This design comes from an exercise in tuning for small area on the open sky130 flow, not from production work. RTL that was checked went through simulation tests only; none was proved equivalent to the original. The clock port is modelled as an ideal driver; clocking choices that lean on that would not hold on a real chip. Power is estimated from default activity; no workload was simulated.

==> umber: inputs <==
==> flow/design.v (excerpt) <==
module top_ep4ce6 (
                input wire resetn,
                input wire clk50m,
                input wire uart_rx,
                input wire [3:0] sw,
                output wire uart_tx,
                output wire beep_o,
                output wire [4:0] led,
                output wire [7:0] seg7,
                output wire [3:0] seg_cs );
    reg [22:0] c;
    always @(posedge clk50m or negedge resetn)
        if (!resetn) c <= 23'd0;
        else         c <= c + 1'b1;
    reg [7:0] seg;
    always @(*)
        case (c[22:19])
            4'h0 : seg = 8'hc0;
            4'h1 : seg = 8'hf9;
            4'h2 : seg = 8'ha4;
            4'h3 : seg = 8'hb0;
            4'h4 : seg = 8'h99;
            4'h5 : seg = 8'h92;
            4'h6 : seg = 8'h82;
            4'h7 : seg = 8'hf8;
            4'h8 : seg = 8'h80;
            4'h9 : seg = 8'h90;
            4'ha : seg = 8'h88;
            4'hb : seg = 8'h83;
            4'hc : seg = 8'hc6;
            4'hd : seg = 8'ha1;
            4'he : seg = 8'h86;
            4'hf : seg = 8'h8e;
        endcase
    assign seg7   = seg;
    assign seg_cs = 4'b0000;
    assign beep_o = sw[0] & ~(c[7] & c[18] & c[21]);
    reg [18:0] lc;
    reg        ledr;
    wire       lhit = (lc == 19'd239229);
    always @(posedge clk50m or negedge resetn)
        if (!resetn) begin
            lc   <= 19'd478459;
            ledr <= 1'b0;
        end else begin
            lc   <= {lc[17:0], ~(lc[18] ^ lc[17] ^ lc[16] ^ lc[13]) ^ lhit};
            ledr <= ledr ^ lhit;
        end
    assign led = {1'b0, {4{ledr}}};
    localparam [12:0] PM = 13'b1010101010101;
    reg rx0, rx1, rx2, rx3;
  ...
export LEC_CHECK = 0
export CAP_MARGIN = 20
export CORE_MARGIN = 2
export CORE_UTILIZATION = 40
export SLEW_MARGIN = 20
create_clock -name core_clock -period 20.0 [get_ports {clk50m}]
standard.sh (not shown) runs the stock make flow with config.mk's settings and CLKGATE_MAP_FILE= SYNTH_SCRIPT=/design/flow/synth_recipe.tcl, a recipe that flattens the netlist after the stock synthesis.
==> flow/flow/run.sh <==
#!/bin/bash
# Layout flow: the standard ORFS flow (standard.sh), with two changes to
# how the gates are made, none to the registers:
#  - synthesis maps the logic with an area-oriented ABC script (flow/area.abc)
#    and without the half-adder extraction (ADDER_MAP_FILE empty);
#  - CTS does not add dummy balancing loads, and after CTS each clock buffer
#    is downsized where the register clock pins keep a slew well below the
#    limit (flow/downsize_clock.tcl);
#  - the ports get the smallest buffer (buf_1) instead of a delay buffer;
#  - the constant outputs share synthesis's single tie-low/tie-high cell
#    (SKIP_REPAIR_TIE_FANOUT).
# Each tool's output goes to a log file in this folder.
set -euo pipefail
here=$(pwd)
abc_script="$here/flow/area.abc"

# Synthesis script: synth_recipe.tcl with the ABC call redirected to area.abc.
{
  echo "proc abc {args} {"
  echo "  set i [lsearch -exact \$args -script]"
  echo "  if {\$i >= 0} { set args [lreplace \$args \$i [expr {\$i + 1}]] }"
  echo "  set i [lsearch -exact \$args -D]"
  echo "  if {\$i >= 0} { set args [lreplace \$args \$i [expr {\$i + 1}]] }"
  echo "  yosys abc -script $abc_script -D 20000 {*}\$args"
  echo "}"
  cat synth_recipe.tcl
} > area_synth.tcl

sed -e "s#SYNTH_SCRIPT=[^ ]*synth_recipe.tcl#SYNTH_SCRIPT=$here/area_synth.tcl ADDER_MAP_FILE=#" standard.sh > area_standard.sh
grep -q "area_synth.tcl ADDER_MAP_FILE=" area_standard.sh

export CTS_ARGS="-sink_clustering_enable -repair_clock_nets -dont_use_dummy_load"
export BUFFER_PORTS_ARGS="-buffer_cell sky130_fd_sc_hd__buf_1"
export POST_CTS_TCL="$here/flow/downsize_clock.tcl"
export SKIP_REPAIR_TIE_FANOUT=1
bash area_standard.sh finish > orfs_flow.log 2>&1
Other scripts of this flow, unchanged in this note and not shown: flow/flow/area.abc, flow/flow/downsize_clock.tcl
==> inputs of xenon, as changes to umber <==
--- a/flow/config.mk
+++ b/flow/config.mk
@@ -8,4 +8,5 @@
 export CAP_MARGIN = 20
 export CORE_MARGIN = 2
-export CORE_UTILIZATION = 40
+export CORE_UTILIZATION = 70
+export PLACE_DENSITY = 0.8
 export SLEW_MARGIN = 20
==> summary.txt <==
GRT
  – Pin count of the biggest net entering global routing: 57

Die
  – Initial Util: 41.2%

Finish
  – Post-layout util: 43.9%
  – Sequential share of cell area: 63.8%

Power and ir drop
  – Comb pwr: 0.0000474 W
  – Reg power frac: 65.5%
  – P_seq: 0.000250 W

Placed design
  – Placed insts: 405

Outcome
  – Run status: no timing/DRC/antenna violations

Routing
  – Drt via density: 4.97
  – Total wire length: 4.99 mm

CTS
  – Worst skew pair latency: 500 ps
-- figures above: umber

==> summary.txt <==
Die
  – Initial Util: 71.3%

Routing
  – Total wire length: 5.32 mm
  – Drt via density: 5.61

Outcome
  – Run status: no timing/DRC/antenna violations

Finish
  – Post-layout util: 74.8%

Power and ir drop
  – Comb pwr: 0.0000478 W

Placed design
  – Placed insts: 367

GRT
  – Pin count of the biggest net entering global routing: 31
-- figures above: xenon

Function was not checked in any run of this note: the RTL went through the layout flow alone.

* * *

==> run Z <==
Another version of the RTL of top_ep4ce6 (not shown whole).
Design top_ep4ce6, start of the top module:
module top_ep4ce6 (
                input wire resetn,
                input wire clk50m,
                input wire uart_rx,
                input wire [3:0] sw,
                output wire uart_tx,
                output wire beep_o,
                output wire [4:0] led,
                output wire [7:0] seg7,
                output wire [3:0] seg_cs );
    reg [22:0] c;
    always @(posedge clk50m or negedge resetn)
        if (!resetn) c <= 23'd0;
        else         c <= c + 1'b1;
    reg [7:0] seg;
    always @(*)
        case (c[22:19])
            4'h0 : seg = 8'hc0;
            4'h1 : seg = 8'hf9;
            4'h2 : seg = 8'ha4;
            4'h3 : seg = 8'hb0;
            4'h4 : seg = 8'h99;
            4'h5 : seg = 8'h92;
            4'h6 : seg = 8'h82;
            4'h7 : seg = 8'hf8;
            4'h8 : seg = 8'h80;
            4'h9 : seg = 8'h90;
            4'ha : seg = 8'h88;
            4'hb : seg = 8'h83;
            4'hc : seg = 8'hc6;
            4'hd : seg = 8'ha1;
            4'he : seg = 8'h86;
            4'hf : seg = 8'h8e;
        endcase
    assign seg7   = seg;
    assign seg_cs = 4'b0000;
    assign beep_o = sw[0] & ~(c[7] & c[18] & c[21]);
    reg [17:0] lc;
    reg        ledr;
    wire       lhit = ((lc & 18'd262143) == 18'd134035);
    always @(posedge clk50m or negedge resetn)
        if (!resetn) begin
            lc   <= 18'd5927;
            ledr <= 1'b0;
        end else begin
            lc   <= {lc[16:0], ~(lc[17] ^ lc[10]) ^ lhit};
  ...
==> module top_ep4ce6, before the edit <==
module top_ep4ce6 (
                input wire resetn,
                input wire clk50m,
                input wire uart_rx,
                input wire [3:0] sw,
                output wire uart_tx,
                output wire beep_o,
                output wire [4:0] led,
                output wire [7:0] seg7,
                output wire [3:0] seg_cs );
    reg [22:0] c;
    always @(posedge clk50m or negedge resetn)
        if (!resetn) c <= 23'd0;
        else         c <= c + 1'b1;
    reg [7:0] seg;
    always @(*)
        case (c[22:19])
            4'h0 : seg = 8'hc0;
            4'h1 : seg = 8'hf9;
            4'h2 : seg = 8'ha4;
            4'h3 : seg = 8'hb0;
            4'h4 : seg = 8'h99;
            4'h5 : seg = 8'h92;
            4'h6 : seg = 8'h82;
            4'h7 : seg = 8'hf8;
            4'h8 : seg = 8'h80;
            4'h9 : seg = 8'h90;
            4'ha : seg = 8'h88;
            4'hb : seg = 8'h83;
            4'hc : seg = 8'hc6;
            4'hd : seg = 8'ha1;
            4'he : seg = 8'h86;
            4'hf : seg = 8'h8e;
        endcase
    assign seg7   = seg;
    assign seg_cs = 4'b0000;
    assign beep_o = sw[0] & ~(c[7] & c[18] & c[21]);
    reg [17:0] lc;
    reg        ledr;
    wire       lhit = ((lc & 18'd262143) == 18'd134035);
    always @(posedge clk50m or negedge resetn)
        if (!resetn) begin
            lc   <= 18'd5927;
            ledr <= 1'b0;
        end else begin
            lc   <= {lc[16:0], ~(lc[17] ^ lc[10]) ^ lhit};
            ledr <= ledr ^ (lhit & c[0]);
        end
    assign led = {1'b0, {4{ledr}}};
    localparam [12:0] PM = 13'b1010101010101;
    reg rx0, rx1, rx2, rx3;
    always @(posedge clk50m or negedge resetn)
        if (!resetn) {rx2, rx1, rx0} <= 3'b000;
        else         {rx2, rx1, rx0} <= {rx1, rx0, uart_rx};
    always @(posedge clk50m)
        rx3 <= rx2;
    wire neg_rx = rx3 & rx2 & ~rx1 & ~rx0;
    reg  [12:0] tr;
    wire [12:0] sr = tr ^ PM;
    reg         rx_int;
    wire        clk_bps_r = (sr == 13'd1519);
    always @(posedge clk50m)
        tr <= ((rx_int && sr != 13'd2255) ? {sr[11:0], ~(sr[12] ^ sr[9])} : 13'd0) ^ PM;
    reg [3:0] n_rs;                  
    wire [3:0] n_r = n_rs ^ 4'd7;
    reg [7:0] rx_sh;
    wire      r_end  = (n_r == 4'd2);
    wire      r_post = (n_r >= 4'd3) && (n_r <= 4'd6);
    always @(posedge clk50m or negedge resetn)
        if (!resetn)          rx_int <= 1'b0;
        else if (neg_rx)      rx_int <= 1'b1;
        else if (r_end)       rx_int <= 1'b0;
    always @(posedge clk50m or negedge resetn)
        if (!resetn) n_rs <= 4'd0;
        else if ((rx_int && clk_bps_r) || r_post || (r_end && !neg_rx)) n_rs <= (n_r + 1'b1) ^ 4'd7;
        else if (r_end) n_rs <= 4'd0;
    always @(posedge clk50m)
        if (rx_int && clk_bps_r && n_r[3]) rx_sh <= {uart_rx, rx_sh[7:1]};
    wire load = (n_r == 4'd5);
    reg  [12:0] tt;
    wire [12:0] st = tt ^ PM;
    reg  [3:0]  n_ts;                
    wire [3:0]  n_t = n_ts ^ 4'd6;
    wire        tx_en = (n_t != 4'd6);
    wire        clk_bps_t = (st == 13'd1519);
    always @(posedge clk50m)
        tt <= ((tx_en && st != 13'd2255) ? {st[11:0], ~(st[12] ^ st[9])} : 13'd0) ^ PM;
    reg [7:0] tx_data;
    reg       tx_r;
    wire      t_end = (n_t == 4'd2);
    always @(posedge clk50m)
        if (load) tx_data <= rx_sh;
    always @(posedge clk50m or negedge resetn)
        if (!resetn) begin
            n_ts <= 4'd0;
            tx_r <= 1'b1;
        end else begin
            if (tx_en && clk_bps_t) begin
                n_ts <= (n_t + 1'b1) ^ 4'd6;
                tx_r <= n_t[3] ? tx_data[n_t[2:0]] : ~(n_t == 4'd7);
            end else if (load && (!tx_en || t_end)) n_ts <= 4'd1;
            else if (t_end) n_ts <= 4'd0;
        end
    assign uart_tx = tx_r;
endmodule
export LEC_CHECK = 0
export CAP_MARGIN = 5
export CORE_MARGIN = 2
export CORE_UTILIZATION = 70
export PLACE_DENSITY = 0.8
export SLEW_MARGIN = 5
create_clock -name core_clock -period 20.0 [get_ports {clk50m}]
==> flow/flow/area.abc <==
strash
dc2
strash
&get -n
&dch -f
&nf -R 1000
&put
strash
&get -n
&dch -f
&nf -R 1000
&put
==> flow/flow/downsize_clock.tcl <==
# POST_CTS hook: try a smaller cell for each clock buffer CTS placed and keep
# it only if every register clock pin still sees a slew below the limit
# (placement parasitics, with a margin for the routed layout).
set clk_slew_limit 0.112
proc clk_max_slew {} {
  estimate_parasitics -placement
  set mx 0
  foreach p [get_pins -hierarchical */CLK] {
    set s [get_property $p slew_max]
    if {$s > $mx} { set mx $s }
  }
  return $mx
}
set db [ord::get_db]
set before [clk_max_slew]
puts "downsize_clock: max clock pin slew before [format %.4f $before]"
set bufs {}
foreach inst [[ord::get_db_block] getInsts] {
  set m [[$inst getMaster] getName]
  if {[string match "sky130_fd_sc_hd__clkbuf_*" $m] && [string match "clkbuf_*" [$inst getName]]} {
    lappend bufs $inst
  }
}
foreach inst $bufs {
  set orig [[$inst getMaster] getName]
  foreach smaller {sky130_fd_sc_hd__clkbuf_2 sky130_fd_sc_hd__clkbuf_4} {
    if {$smaller eq $orig} { break }
    $inst swapMaster [$db findMaster $smaller]
    set s [clk_max_slew]
    if {$s <= $clk_slew_limit} {
      puts "downsize_clock: [$inst getName] $orig -> $smaller (max slew [format %.4f $s])"
      break
    }
    $inst swapMaster [$db findMaster $orig]
  }
}
puts "downsize_clock: max clock pin slew after [format %.4f [clk_max_slew]]"
detailed_placement
Scripts as last shown in full above: flow/flow/run.sh
==> inputs of run D, as changes to run Z <==
--- a/flow/design.v
+++ b/flow/design.v
@@ -35,16 +35,16 @@
     assign seg7   = seg;
     assign seg_cs = 4'b0000;
     assign beep_o = sw[0] & ~(c[7] & c[18] & c[21]);
-    reg [17:0] lc;
+    reg [18:0] lc;
     reg        ledr;
-    wire       lhit = ((lc & 18'd262143) == 18'd134035);
+    wire       lhit = (lc == 19'd239229);
     always @(posedge clk50m or negedge resetn)
         if (!resetn) begin
-            lc   <= 18'd5927;
+            lc   <= 19'd478459;
             ledr <= 1'b0;
         end else begin
-            lc   <= {lc[16:0], ~(lc[17] ^ lc[10]) ^ lhit};
-            ledr <= ledr ^ (lhit & c[0]);
+            lc   <= {lc[17:0], ~(lc[18] ^ lc[17] ^ lc[16] ^ lc[13]) ^ lhit};
+            ledr <= ledr ^ lhit;
         end
     assign led = {1'b0, {4{ledr}}};
     localparam [12:0] PM = 13'b1010101010101;
@@ -58,9 +58,9 @@
     reg  [12:0] tr;
     wire [12:0] sr = tr ^ PM;
     reg         rx_int;
-    wire        clk_bps_r = (sr == 13'd1519);
+    wire        clk_bps_r = (sr == 13'd2666);
     always @(posedge clk50m)
-        tr <= ((rx_int && sr != 13'd2255) ? {sr[11:0], ~(sr[12] ^ sr[9])} : 13'd0) ^ PM;
+        tr <= ((rx_int && sr != 13'd4586) ? {sr[11:0], ~(sr[12] ^ sr[11] ^ sr[10] ^ sr[7])} : 13'd0) ^ PM;
     reg [3:0] n_rs;                  
     wire [3:0] n_r = n_rs ^ 4'd7;
     reg [7:0] rx_sh;
@@ -82,9 +82,9 @@
     reg  [3:0]  n_ts;                
     wire [3:0]  n_t = n_ts ^ 4'd6;
     wire        tx_en = (n_t != 4'd6);
-    wire        clk_bps_t = (st == 13'd1519);
+    wire        clk_bps_t = (st == 13'd2666);
     always @(posedge clk50m)
-        tt <= ((tx_en && st != 13'd2255) ? {st[11:0], ~(st[12] ^ st[9])} : 13'd0) ^ PM;
+        tt <= ((tx_en && st != 13'd4586) ? {st[11:0], ~(st[12] ^ st[11] ^ st[10] ^ st[7])} : 13'd0) ^ PM;
     reg [7:0] tx_data;
     reg       tx_r;
     wire      t_end = (n_t == 4'd2);
--- a/flow/flow/downsize_clock.tcl
+++ b/flow/flow/downsize_clock.tcl
@@ -1,7 +1,7 @@
 # POST_CTS hook: try a smaller cell for each clock buffer CTS placed and keep
 # it only if every register clock pin still sees a slew below the limit
 # (placement parasitics, with a margin for the routed layout).
-set clk_slew_limit 0.112
+set clk_slew_limit 0.105
 proc clk_max_slew {} {
   estimate_parasitics -placement
   set mx 0
Settings changed: CAP_MARGIN 5 to 20, CORE_UTILIZATION 70 to 40, PLACE_DENSITY 0.8 to unset, SLEW_MARGIN 5 to 20.
==> inputs of run H, as changes to run Z <==
==> flow/design.v (replaced) <==
module top_ep4ce6 (
                input wire resetn,
                input wire clk50m,
                input wire uart_rx,
                input wire [3:0] sw,
                output wire uart_tx,
                output wire beep_o,
                output wire [4:0] led,
                output wire [7:0] seg7,
                output wire [3:0] seg_cs );
    reg [22:0] c;
    always @(posedge clk50m or negedge resetn)
        if (!resetn) c <= 23'd0;
        else         c <= c + 1'b1;
    reg [7:0] seg;
    always @(*)
        case (c[22:19])
            4'h0 : seg = 8'hc0;
            4'h1 : seg = 8'hf9;
            4'h2 : seg = 8'ha4;
            4'h3 : seg = 8'hb0;
            4'h4 : seg = 8'h99;
            4'h5 : seg = 8'h92;
            4'h6 : seg = 8'h82;
            4'h7 : seg = 8'hf8;
            4'h8 : seg = 8'h80;
            4'h9 : seg = 8'h90;
            4'ha : seg = 8'h88;
            4'hb : seg = 8'h83;
            4'hc : seg = 8'hc6;
            4'hd : seg = 8'ha1;
            4'he : seg = 8'h86;
            4'hf : seg = 8'h8e;
        endcase
    assign seg7   = seg;
    assign seg_cs = 4'b0000;
    assign beep_o = sw[0] & ~(c[7] & c[18] & c[21]);
    reg [18:0] lc;
    reg        ledr;
    wire       lhit = (lc == 19'd239229);
    always @(posedge clk50m or negedge resetn)
        if (!resetn) begin
            lc   <= 19'd478459;
            ledr <= 1'b0;
        end else begin
            lc   <= {lc[17:0], ~(lc[18] ^ lc[17] ^ lc[16] ^ lc[13]) ^ lhit};
            ledr <= ledr ^ lhit;
        end
    assign led = {1'b0, {4{ledr}}};
    localparam [12:0] PM = 13'b1010101010101;
    reg rx0, rx1, rx2, rx3;
    always @(posedge clk50m or negedge resetn)
        if (!resetn) {rx3, rx2, rx1, rx0} <= 4'b0000;
        else         {rx3, rx2, rx1, rx0} <= {rx2, rx1, rx0, uart_rx};
    wire neg_rx = rx3 & rx2 & ~rx1 & ~rx0;
    reg  [12:0] tr;
    wire [12:0] sr = tr ^ PM;
    reg         rx_int;
    wire        clk_bps_r = (sr == 13'd2666);
    always @(posedge clk50m)
        tr <= ((rx_int && sr != 13'd4586) ? {sr[11:0], ~(sr[12] ^ sr[11] ^ sr[10] ^ sr[7])} : 13'd0) ^ PM;
    reg [3:0] n_r;
    reg [7:0] rx_sh;
    wire      r_end  = (n_r == 4'd2);
    wire      r_post = (n_r >= 4'd3) && (n_r <= 4'd6);
    always @(posedge clk50m or negedge resetn)
        if (!resetn)          rx_int <= 1'b0;
        else if (neg_rx)      rx_int <= 1'b1;
        else if (r_end)       rx_int <= 1'b0;
    always @(posedge clk50m or negedge resetn)
        if (!resetn) n_r <= 4'd7;
        else if ((rx_int && clk_bps_r) || r_post || (r_end && !neg_rx)) n_r <= n_r + 1'b1;
        else if (r_end) n_r <= 4'd7;
    always @(posedge clk50m)
        if (rx_int && clk_bps_r && n_r[3]) rx_sh <= {uart_rx, rx_sh[7:1]};
    wire load = (n_r == 4'd5);
    reg  [12:0] tt;
    wire [12:0] st = tt ^ PM;
    reg  [3:0]  n_t;
    wire        tx_en = (n_t != 4'd6);
    wire        clk_bps_t = (st == 13'd2666);
    always @(posedge clk50m)
        tt <= ((tx_en && st != 13'd4586) ? {st[11:0], ~(st[12] ^ st[11] ^ st[10] ^ st[7])} : 13'd0) ^ PM;
    reg [7:0] tx_data;
    reg       tx_r;
    wire      t_end = (n_t == 4'd2);
    always @(posedge clk50m)
        if (load) tx_data <= rx_sh;
    always @(posedge clk50m or negedge resetn)
        if (!resetn) begin
            n_t  <= 4'd6;
            tx_r <= 1'b1;
        end else begin
            if (tx_en && clk_bps_t) begin
                n_t  <= n_t + 1'b1;
                tx_r <= n_t[3] ? tx_data[n_t[2:0]] : ~(n_t == 4'd7);
            end else if (load && (!tx_en || t_end)) n_t <= 4'd7;
            else if (t_end) n_t <= 4'd6;
        end
    assign uart_tx = tx_r;
endmodule
==> flow/run.sh (new file) <==
#!/bin/bash
# synth_recipe.tcl (not shown) runs the flow's synth.tcl, then flattens the netlist and writes it again
# the make line also repeats each setting of config.mk as NAME=value (left out here)
make -C /OpenROAD-flow-scripts/flow DESIGN_CONFIG=/design/flow/config.mk WORK_HOME=/design/flow/orfs CLKGATE_MAP_FILE= SYNTH_SCRIPT=/design/flow/synth_recipe.tcl finish
Settings changed: ABC_CLOCK_PERIOD_IN_PS set to 1000000, CAP_MARGIN 5 to 20, CORE_UTILIZATION 70 to 40, PLACE_DENSITY 0.8 to unset, SLEW_MARGIN 5 to 20.
removed: flow/flow/run.sh
removed: flow/flow/area.abc
removed: flow/flow/downsize_clock.tcl
removed: flow/standard.sh
==> inputs of run R, as changes to run Z <==
--- a/flow/design.v
+++ b/flow/design.v
@@ -58,9 +58,9 @@
     reg  [12:0] tr;
     wire [12:0] sr = tr ^ PM;
     reg         rx_int;
-    wire        clk_bps_r = (sr == 13'd1519);
+    wire        clk_bps_r = (sr == 13'd1337);
     always @(posedge clk50m)
-        tr <= ((rx_int && sr != 13'd2255) ? {sr[11:0], ~(sr[12] ^ sr[9])} : 13'd0) ^ PM;
+        tr <= ((rx_int && sr != 13'd313) ? {sr[11:0], ~(sr[12] ^ sr[9])} : 13'd248) ^ PM;
     reg [3:0] n_rs;                  
     wire [3:0] n_r = n_rs ^ 4'd7;
     reg [7:0] rx_sh;
@@ -82,9 +82,9 @@
     reg  [3:0]  n_ts;                
     wire [3:0]  n_t = n_ts ^ 4'd6;
     wire        tx_en = (n_t != 4'd6);
-    wire        clk_bps_t = (st == 13'd1519);
+    wire        clk_bps_t = (st == 13'd1337);
     always @(posedge clk50m)
-        tt <= ((tx_en && st != 13'd2255) ? {st[11:0], ~(st[12] ^ st[9])} : 13'd0) ^ PM;
+        tt <= ((tx_en && st != 13'd313) ? {st[11:0], ~(st[12] ^ st[9])} : 13'd248) ^ PM;
     reg [7:0] tx_data;
     reg       tx_r;
     wire      t_end = (n_t == 4'd2);
==> flow/flow/area.abc (replaced) <==
strash
dc2
strash
&get -n
&dch -f
&nf -R 1000
&put
strash
&get -n
&dch -f
&nf -R 1000
&put
strash
&get -n
&dch -f
&nf -R 1000
&put
strash
&get -n
&dch -f
&nf -R 1000
&put
strash
&get -n
&dch -f
&nf -R 1000
&put
Settings changed: CAP_MARGIN 5 to 20, SLEW_MARGIN 5 to 20.
==> summary of the runs <==
Of run H and run D, run H has the higher synthesized area (gap 12%, measured against run D).
Of run R and run H, run H has the higher register-to-register slack (gap 1.6 ns).
Wire length, highest first: run H, run R, run D, run Z.
Against run R, the global-route usage of run D is lower by 9.6 points.
Worst setup slack, lowest first: run H, run Z, run R, run D.
Sequential power: run H is lower than run R (about 11%).
Of run D and run Z, run D has the higher clock skew (gap 0.0026 ns).
==> figures <==
	run Z	run R	run D	run H
Reg2reg end	c[20]$_DFF_PN0_	c[22]$_DFF_PN0_	c[22]$_DFF_PN0_	n_t[1]$_DFFE_PN1P_
Post-synthesis average cell area	12.1 µm²	12.2 µm²	12.4 µm²	12.5 µm²
Share of layout cells above drive strength 1	7.49%	7.33%	9.15%	15.4%
Clock transition at path regs	0.11 ns	0.08 ns	0.09 ns	0.12 ns
CTS sink count	98	98	99	99
Power spent charging and discharging nets	0.0994 mW	0.111 mW	0.0980 mW	0.111 mW
Die span in y	74.8 µm	74.3 µm	98.8 µm	104 µm
Placer congestion estimate	0.776	0.841	0.852	0.794
Multi-input logic area	1000 µm²	967 µm²	1070 µm²	1460 µm²
Worst ir drop on vdd	80.5 µV	91.2 µV	55.6 µV	41.8 µV
Final std cell area, no fill	3690 µm²	3650 µm²	3840 µm²	4480 µm²
Final Total Pwr	0.373 mW	0.408 mW	0.386 mW	0.401 mW
Share of final layout cell area taken by clock buffers and inverters	2.61%	2.81%	2.84%	4.47%
Result of the run	no timing/DRC/antenna violations	no timing/DRC/antenna violations	no timing/DRC/antenna violations	no timing/DRC/antenna violations
Placed cell areas	3590 µm²	3540 µm²	3730 µm²	4280 µm²
Leakage	1.55 nW	1.58 nW	1.59 nW	1.83 nW
Only the layout flow was run in run D; the RTL was not checked for function there.

==> what the ideal ports hide <==
The flow's constraints put no driver on any port. The routed layouts listed below were extracted and timed again, unchanged, in two steps.
Step 1: set_driving_cell puts a clkbuf_16 on clk50m and a buf_2 on each other input, an assumption about the parent block.
Step 2, shift: input delay + t, output delay - t, t = (earliest + latest rising clock arrival at the registers) / 2. This alone moves slack from input paths to output paths.
Slacks: ideal ports / drivers / drivers and shift; pairs: ideal ports / drivers.
| run | t, ns | slack for setup (ns) | hold WS [ns] | worst setup path after step 2 | slew at the worst register clock pin (ns) |
|---|---|---|---|---|---|
| umber | 0.510 | 11.585 / 11.563 / 11.563 | 0.361 / 0.361 / 0.361 | input to output | 0.10 / 0.10 |
| xenon | 0.519 | 11.590 / 11.569 / 11.569 | 0.356 / 0.356 / 0.356 | input to output | 0.11 / 0.11 |
| run Z | 0.506 | 11.552 / 11.529 / 11.529 | 0.342 / 0.342 / 0.342 | input to output | 0.11 / 0.11 |
| run D | 0.524 | 11.585 / 11.563 / 11.563 | 0.360 / 0.360 / 0.360 | input to output | 0.09 / 0.09 |
| run H | 0.391 | 10.783 / 10.762 / 10.762 | 0.363 / 0.363 / 0.363 | input to output | 0.12 / 0.12 |
| run R | 0.512 | 11.552 / 11.529 / 11.529 | 0.364 / 0.364 / 0.364 | input to output | 0.11 / 0.11 |
After both steps setup and hold are still met in every run listed.
